This design comes from an exercise in tuning for small area, a short achievable clock period and few clock cycles on the open sky130 flow, not from production work. Where RTL was checked, it was by simulation tests only, not by an equivalence proof against the original. Power is estimated from default activity; no workload was simulated.

run a:
==> flow/design.v <==
module proc (
   imem_addr, dmem_addr, dmem_wdata, dmem_we, halted,
   clk, rst, imem_data, dmem_rdata
   );
   input clk;
   input rst;
   input [15:0] imem_data;
   input [15:0] dmem_rdata;
   output [15:0] imem_addr;
   output [15:0] dmem_addr;
   output [15:0] dmem_wdata;
   output dmem_we;
   output halted;
   reg [15:0] ir;       
   reg        v;        
   reg        hf;       
   reg [15:0] pcn;      
   reg [15:0] ra;       
   reg [15:0] rb;       
   reg [15:0] rw;       
   reg        sub;      
   reg [15:0] r0, r1, r2, r3, r4, r5, r6, r7;
   wire [4:0] op = ir[15:11];
   wire [2:0] rs = ir[10:8];
   wire [2:0] rt = ir[7:5];
   wire [2:0] rd = ir[4:2];
   wire is_halt  = (op == 5'b00000);
   wire is_j     = (op[4:2] == 3'b001);                    
   wire is_link  = (op[4:1] == 4'b0011);                   
   wire is_br    = (op[4:2] == 3'b011);
   wire is_alui  = (op[4:2] == 3'b010);                    
   wire is_shi   = (op[4:2] == 3'b101);                    
   wire is_st    = (op == 5'b10000);
   wire is_ld    = (op == 5'b10001);
   wire is_slbi  = (op == 5'b10010);
   wire is_stu   = (op == 5'b10011);
   wire is_lbi   = (op == 5'b11000);
   wire is_btr   = (op == 5'b11001);
   wire is_shr   = (op == 5'b11010);
   wire is_arr   = (op == 5'b11011);
   wire is_set   = (op[4:2] == 3'b111);
   wire [15:0] p = ra ^ rb;
   wire [15:0] g = ra & rb;
   wire [15:0] g1, p1, g2, p2, g3, p3, g4, p4;
   genvar gi;
   generate for (gi = 0; gi < 16; gi = gi + 1) begin : g_pfx
      if (gi % 2 == 1) begin : l1a
         assign g1[gi] = g[gi] | (p[gi] & g[gi - 1]);
         assign p1[gi] = p[gi] & p[gi - 1];
      end else begin : l1b
         assign g1[gi] = g[gi]; assign p1[gi] = p[gi];
      end
      if (gi % 4 >= 2) begin : l2a
         assign g2[gi] = g1[gi] | (p1[gi] & g1[gi - (gi % 4) + 1]);
         assign p2[gi] = p1[gi] & p1[gi - (gi % 4) + 1];
      end else begin : l2b
         assign g2[gi] = g1[gi]; assign p2[gi] = p1[gi];
      end
      if (gi % 8 >= 4) begin : l3a
         assign g3[gi] = g2[gi] | (p2[gi] & g2[gi - (gi % 8) + 3]);
         assign p3[gi] = p2[gi] & p2[gi - (gi % 8) + 3];
      end else begin : l3b
         assign g3[gi] = g2[gi]; assign p3[gi] = p2[gi];
      end
      if (gi >= 8) begin : l4a
         assign g4[gi] = g3[gi] | (p3[gi] & g3[7]);
      end else begin : l4b
         assign g4[gi] = g3[gi];
      end
   end endgenerate
   wire [15:0] sum = p ^ {g4[14:0], 1'b0};
   wire cout = g4[15];
   wire eq = &p;                                           
   wire le = (ra[15] ^ rb[15]) ? sum[15] : ra[15];         
   reg set_r;
   always @(*) begin
      case (op[1:0])
        2'b00: set_r = eq;
        2'b01: set_r = le & ~eq;
        2'b10: set_r = le;
        default: set_r = cout;
      endcase
   end
   wire [1:0] shop = is_shi ? op[1:0] : ir[1:0];          
   wire [3:0] amt  = rb[3:0];
   wire left = ~shop[1];
   wire [15:0] arev;
   generate for (gi = 0; gi < 16; gi = gi + 1) begin : g_rev
      assign arev[gi] = ra[15 - gi];
   end endgenerate
   wire [15:0] sx = left ? arev : ra;
   wire [15:0] s1 = amt[0] ? {sx[0], sx[15:1]} : sx;
   wire [15:0] s2 = amt[1] ? {s1[1:0], s1[15:2]} : s1;
   wire [15:0] s3 = amt[2] ? {s2[3:0], s2[15:4]} : s2;
   wire [15:0] s4 = amt[3] ? {s3[7:0], s3[15:8]} : s3;
   wire [15:0] mask = 16'hFFFF >> amt;
   wire [15:0] sm = shop[0] ? (s4 & mask) : s4;
   wire [15:0] smrev;
   generate for (gi = 0; gi < 16; gi = gi + 1) begin : g_rev2
      assign smrev[gi] = sm[15 - gi];
   end endgenerate
   wire [15:0] shift_r = left ? smrev : sm;
   wire lxor = is_alui ? ~op[0] : ~ir[0];
   wire [15:0] logic_r = lxor ? p : (p & ra);
   wire sel_sum = (is_alui & ~op[1]) | is_stu | (is_arr & ~ir[1]);
   wire sel_log = (is_alui & op[1]) | (is_arr & ir[1]);
   wire sel_sh  = is_shi | is_shr;
   wire [15:0] wdata = ({16{sel_sum}} & (sum ^ {16{sub}}))
                     | ({16{sel_log}} & logic_r)
                     | ({16{sel_sh}}  & shift_r)
                     | {15'h0000, is_set & set_r}
                     | ({16{is_btr}}  & arev)
                     | ({16{is_slbi}} & {ra[7:0], ir[7:0]})
                     | ({16{is_lbi}}  & {{8{ir[7]}}, ir[7:0]})
                     | ({16{is_ld}}   & dmem_rdata)
                     | ({16{is_link}} & pcn);
   wire act = v & ~hf;
   wire wen = act & (is_alui | is_shi | is_ld | is_slbi | is_stu | op[4:3] == 2'b11 | is_link);
   reg [2:0] wsel;
   always @(*) begin
      if (is_link) wsel = 3'd7;
      else if (is_alui | is_shi | is_ld) wsel = rt;
      else if (is_stu | is_slbi | is_lbi) wsel = rs;
      else wsel = rd;
   end
   wire [15:0] wd = rst ? 16'h0000 : wdata;
   wire [7:0] wdec = 8'b1 << wsel;
   wire [7:0] we = {8{rst}} | ({8{wen}} & wdec);
   always @(posedge clk) begin
      if (we[0]) r0 <= wd;
      if (we[1]) r1 <= wd;
      if (we[2]) r2 <= wd;
      if (we[3]) r3 <= wd;
      if (we[4]) r4 <= wd;
      if (we[5]) r5 <= wd;
      if (we[6]) r6 <= wd;
      if (we[7]) r7 <= wd;
   end
   assign dmem_addr  = sum;
   assign dmem_wdata = rw;
   assign dmem_we    = act & (is_st | is_stu);
   wire wz = ~|rw;
   reg bcond;
   always @(*) begin
      case (op[1:0])
        2'b00: bcond = wz;
        2'b01: bcond = ~wz;
        2'b10: bcond = rw[15];
        default: bcond = ~rw[15];
      endcase
   end
   wire take = v & (is_j | (is_br & bcond));
   assign imem_addr = take ? sum : pcn;
   wire [15:0] pcn_next = imem_addr + 16'd2;
   wire [15:0] fi = imem_data;
   wire [4:0] fop = fi[15:11];
   wire f_br  = (fop[4:2] == 3'b011);
   wire f_pc  = f_br | (fop[4:2] == 3'b001 && !fop[0]);    
   wire [2:0] fa = fi[10:8];
   wire [2:0] fb = fi[7:5];
   wire [7:0] fa1 = 8'b1 << fa;
   wire [7:0] fb1 = 8'b1 << fb;
   wire [15:0] rda = ({16{fa1[0]}} & r0) | ({16{fa1[1]}} & r1) | ({16{fa1[2]}} & r2) | ({16{fa1[3]}} & r3)
                   | ({16{fa1[4]}} & r4) | ({16{fa1[5]}} & r5) | ({16{fa1[6]}} & r6) | ({16{fa1[7]}} & r7);
   wire [15:0] rdb = ({16{fb1[0]}} & r0) | ({16{fb1[1]}} & r1) | ({16{fb1[2]}} & r2) | ({16{fb1[3]}} & r3)
                   | ({16{fb1[4]}} & r4) | ({16{fb1[5]}} & r5) | ({16{fb1[6]}} & r6) | ({16{fb1[7]}} & r7);
   wire fwa = wen & (wsel == fa);
   wire fwb = wen & (wsel == fb);
   wire [15:0] opa = fwa ? wdata : rda;
   wire [15:0] opb = fwb ? wdata : rdb;
   wire f_sub = (fop == 5'b01001) | (fop == 5'b11011 && fi[1:0] == 2'b01)
              | (fop[4:2] == 3'b111 && fop[1:0] != 2'b11);
   reg [15:0] fimm;
   always @(*) begin
      if (fop[4:2] == 3'b001) fimm = fop[0] ? {8'h00, fi[7:0]} : {{5{fi[10]}}, fi[10:0]};
      else if (f_br) fimm = {{8{fi[7]}}, fi[7:0]};
      else fimm = {{11{fi[4]}}, fi[4:0]};
   end
   wire [15:0] fb_val = (fop[4] & fop[3]) ? opb : fimm;
   always @(posedge clk) begin
      ir  <= fi;
      ra  <= f_pc ? pcn_next : opa;
      rb  <= fb_val ^ {16{f_sub}};
      rw  <= f_br ? opa : opb;
      sub <= f_sub;
   end
   always @(posedge clk) begin
      if (rst) begin
         v   <= 1'b0;
         hf  <= 1'b0;
         pcn <= 16'h0000;
      end else begin
         v   <= 1'b1;
         hf  <= hf | (v & is_halt);
         pcn <= pcn_next;
      end
   end
   assign halted = hf | (v & is_halt);
endmodule
==> flow/config.mk <==
export PLATFORM = sky130hd
export DESIGN_NAME = proc
export DESIGN_NICKNAME = proc
export VERILOG_FILES = /design/flow/design.v
export SDC_FILE = /design/flow/constraint.sdc
export NUM_CORES = 4
export LEC_CHECK = 0
export ABC_AREA = 1
export CAP_MARGIN = 20
export CORE_MARGIN = 2
export CORE_UTILIZATION = 40
export PLACE_DENSITY = 0.6
export SLEW_MARGIN = 20
export TNS_END_PERCENT = 0
==> flow/constraint.sdc <==
create_clock -name core_clock -period 12.0 [get_ports {clk}]
set_input_delay 2.4000 -clock core_clock [delete_from_list [all_inputs] [get_ports {clk}]]
set_output_delay 2.4000 -clock core_clock [all_outputs]
set_load 0.01 [all_outputs]
standard.sh (not shown) runs the stock make flow with config.mk's settings and CLKGATE_MAP_FILE= SYNTH_SCRIPT=/design/flow/synth_recipe.tcl, a recipe that flattens the netlist after the stock synthesis.
==> flow/flow/run.sh <==
#!/bin/bash
# The standard layout (the standard.sh: standard synthesis, ORFS floorplan to finish)
# with these changes:
#  - repair_timing aims at a larger setup slack (SETUP_SLACK_MARGIN) at the design's
#    unchanged clock period;
#  - every input and output port still gets its own buffer, a plain buf_2 instead of
#    the delay cell (clkdlybuf4s50_1) that buffer_ports picks by default;
#  - clock tree synthesis as ORFS runs it, without dummy loads.
set -euo pipefail
bash standard.sh SETUP_SLACK_MARGIN=7.5 ADDER_MAP_FILE= \
  "BUFFER_PORTS_ARGS=-buffer_cell sky130_fd_sc_hd__buf_2" \
  "CTS_ARGS=-sink_clustering_enable -repair_clock_nets -dont_use_dummy_load" \
  finish > flow_make.log 2>&1
The following lists how run b was set up differently from run a:
diff --git a/flow/design.v b/flow/design.v
--- a/flow/design.v
+++ b/flow/design.v
@@ -37,41 +37,14 @@
    wire is_lbi   = (op == 5'b11000);
    wire is_btr   = (op == 5'b11001);
    wire is_shr   = (op == 5'b11010);
    wire is_arr   = (op == 5'b11011);
    wire is_set   = (op[4:2] == 3'b111);
+   wire [16:0] s17 = {1'b0, ra} + {1'b0, rb};
+   wire [15:0] sum = s17[15:0];
+   wire cout = s17[16];
    wire [15:0] p = ra ^ rb;
-   wire [15:0] g = ra & rb;
-   wire [15:0] g1, p1, g2, p2, g3, p3, g4, p4;
-   genvar gi;
-   generate for (gi = 0; gi < 16; gi = gi + 1) begin : g_pfx
-      if (gi % 2 == 1) begin : l1a
-         assign g1[gi] = g[gi] | (p[gi] & g[gi - 1]);
-         assign p1[gi] = p[gi] & p[gi - 1];
-      end else begin : l1b
-         assign g1[gi] = g[gi]; assign p1[gi] = p[gi];
-      end
-      if (gi % 4 >= 2) begin : l2a
-         assign g2[gi] = g1[gi] | (p1[gi] & g1[gi - (gi % 4) + 1]);
-         assign p2[gi] = p1[gi] & p1[gi - (gi % 4) + 1];
-      end else begin : l2b
-         assign g2[gi] = g1[gi]; assign p2[gi] = p1[gi];
-      end
-      if (gi % 8 >= 4) begin : l3a
-         assign g3[gi] = g2[gi] | (p2[gi] & g2[gi - (gi % 8) + 3]);
-         assign p3[gi] = p2[gi] & p2[gi - (gi % 8) + 3];
-      end else begin : l3b
-         assign g3[gi] = g2[gi]; assign p3[gi] = p2[gi];
-      end
-      if (gi >= 8) begin : l4a
-         assign g4[gi] = g3[gi] | (p3[gi] & g3[7]);
-      end else begin : l4b
-         assign g4[gi] = g3[gi];
-      end
-   end endgenerate
-   wire [15:0] sum = p ^ {g4[14:0], 1'b0};
-   wire cout = g4[15];
    wire eq = &p;                                           
    wire le = (ra[15] ^ rb[15]) ? sum[15] : ra[15];         
    reg set_r;
    always @(*) begin
       case (op[1:0])
@@ -83,10 +56,11 @@
    end
    wire [1:0] shop = is_shi ? op[1:0] : ir[1:0];          
    wire [3:0] amt  = rb[3:0];
    wire left = ~shop[1];
    wire [15:0] arev;
+   genvar gi;
    generate for (gi = 0; gi < 16; gi = gi + 1) begin : g_rev
       assign arev[gi] = ra[15 - gi];
    end endgenerate
    wire [15:0] sx = left ? arev : ra;
    wire [15:0] s1 = amt[0] ? {sx[0], sx[15:1]} : sx;
@@ -155,11 +129,11 @@
    wire [15:0] fi = imem_data;
    wire [4:0] fop = fi[15:11];
    wire f_br  = (fop[4:2] == 3'b011);
    wire f_pc  = f_br | (fop[4:2] == 3'b001 && !fop[0]);    
    wire [2:0] fa = fi[10:8];
-   wire [2:0] fb = fi[7:5];
+   wire [2:0] fb = f_br ? fi[10:8] : fi[7:5];
    wire [7:0] fa1 = 8'b1 << fa;
    wire [7:0] fb1 = 8'b1 << fb;
    wire [15:0] rda = ({16{fa1[0]}} & r0) | ({16{fa1[1]}} & r1) | ({16{fa1[2]}} & r2) | ({16{fa1[3]}} & r3)
                    | ({16{fa1[4]}} & r4) | ({16{fa1[5]}} & r5) | ({16{fa1[6]}} & r6) | ({16{fa1[7]}} & r7);
    wire [15:0] rdb = ({16{fb1[0]}} & r0) | ({16{fb1[1]}} & r1) | ({16{fb1[2]}} & r2) | ({16{fb1[3]}} & r3)
@@ -179,11 +153,11 @@
    wire [15:0] fb_val = (fop[4] & fop[3]) ? opb : fimm;
    always @(posedge clk) begin
       ir  <= fi;
       ra  <= f_pc ? pcn_next : opa;
       rb  <= fb_val ^ {16{f_sub}};
-      rw  <= f_br ? opa : opb;
+      rw  <= opb;
       sub <= f_sub;
    end
    always @(posedge clk) begin
       if (rst) begin
          v   <= 1'b0;
## What came out
Run a has a lower number of tap cells inserted than run b.
The capturing instance or port of the critical path comes out dmem_addr[15] in one run and imem_addr[9] in the other, namely in run a and run b respectively.
Density: run b sparser than run a
Final design instance area without fill down about 6.4% in run b wrt run a
Parity-gate share of the synthesized area counting xor and xnor cells ends up higher on run b.
Power density over cell area (run b vs. run a) decreases slightly
Area taken by multi-input logic gates: run b and run a compared, higher one is run a
Total power: run b below run a
Core area on run b is up relative to run a.
Final routed wirelength across all metal layers: run b vs run a down 4.6%
Post-detailed-route count of antenna-violating nets came out exactly the same in run b and run a.
Re worst hold path stage count: no difference whatsoever between run a and run b.
Mean number of vias per cell, run b and run a: higher on run a
Against run a as the reference, run b delivers a higher post-route fraction of the period consumed by the critical path.
Sort run b and run a by fraction of met3 tracks used by global routing asc -> top: run b
Run comparison: run b launching element of the worst setup path rw[5]$_DFF_P_; run a launching element of the worst setup path ra[9]$_DFF_P_
Testbench counts of run b, summed over its fixed seeds: cycles 36,069.
Function not checked in run a: the RTL went through the layout flow alone.

[afterwards: timing with drivers on the ports]
The results above use ideal ports. As a check the final layouts listed here were re-extracted and re-timed, cells and wires unchanged.
Step 1 assumes that a clkbuf_16 drives the clock port and a buf_2 every other input.
Step 2 moves the port delays by t, midway between the first and last clock arrival at a register: inputs arrive t later, outputs are due t later. That takes back most of the time a late clock gives input paths.
Three values: ideal ports, drivers, drivers and shift; two values: the first two.
| run | shift t [ns] | setup WS [ns] | worst setup path after step 2 |
|---|---|---|---|
| run a | 0.565 | 7.226 / 7.176 / 7.006 | input to register |
| run b | 0.565 | 7.018 / 6.968 / 6.865 | input to register |
After both steps setup and hold are still met in every run listed. For run a, which loses most, drivers alone change the setup slack by -0.050 ns; drivers and shift together by -0.220 ns.
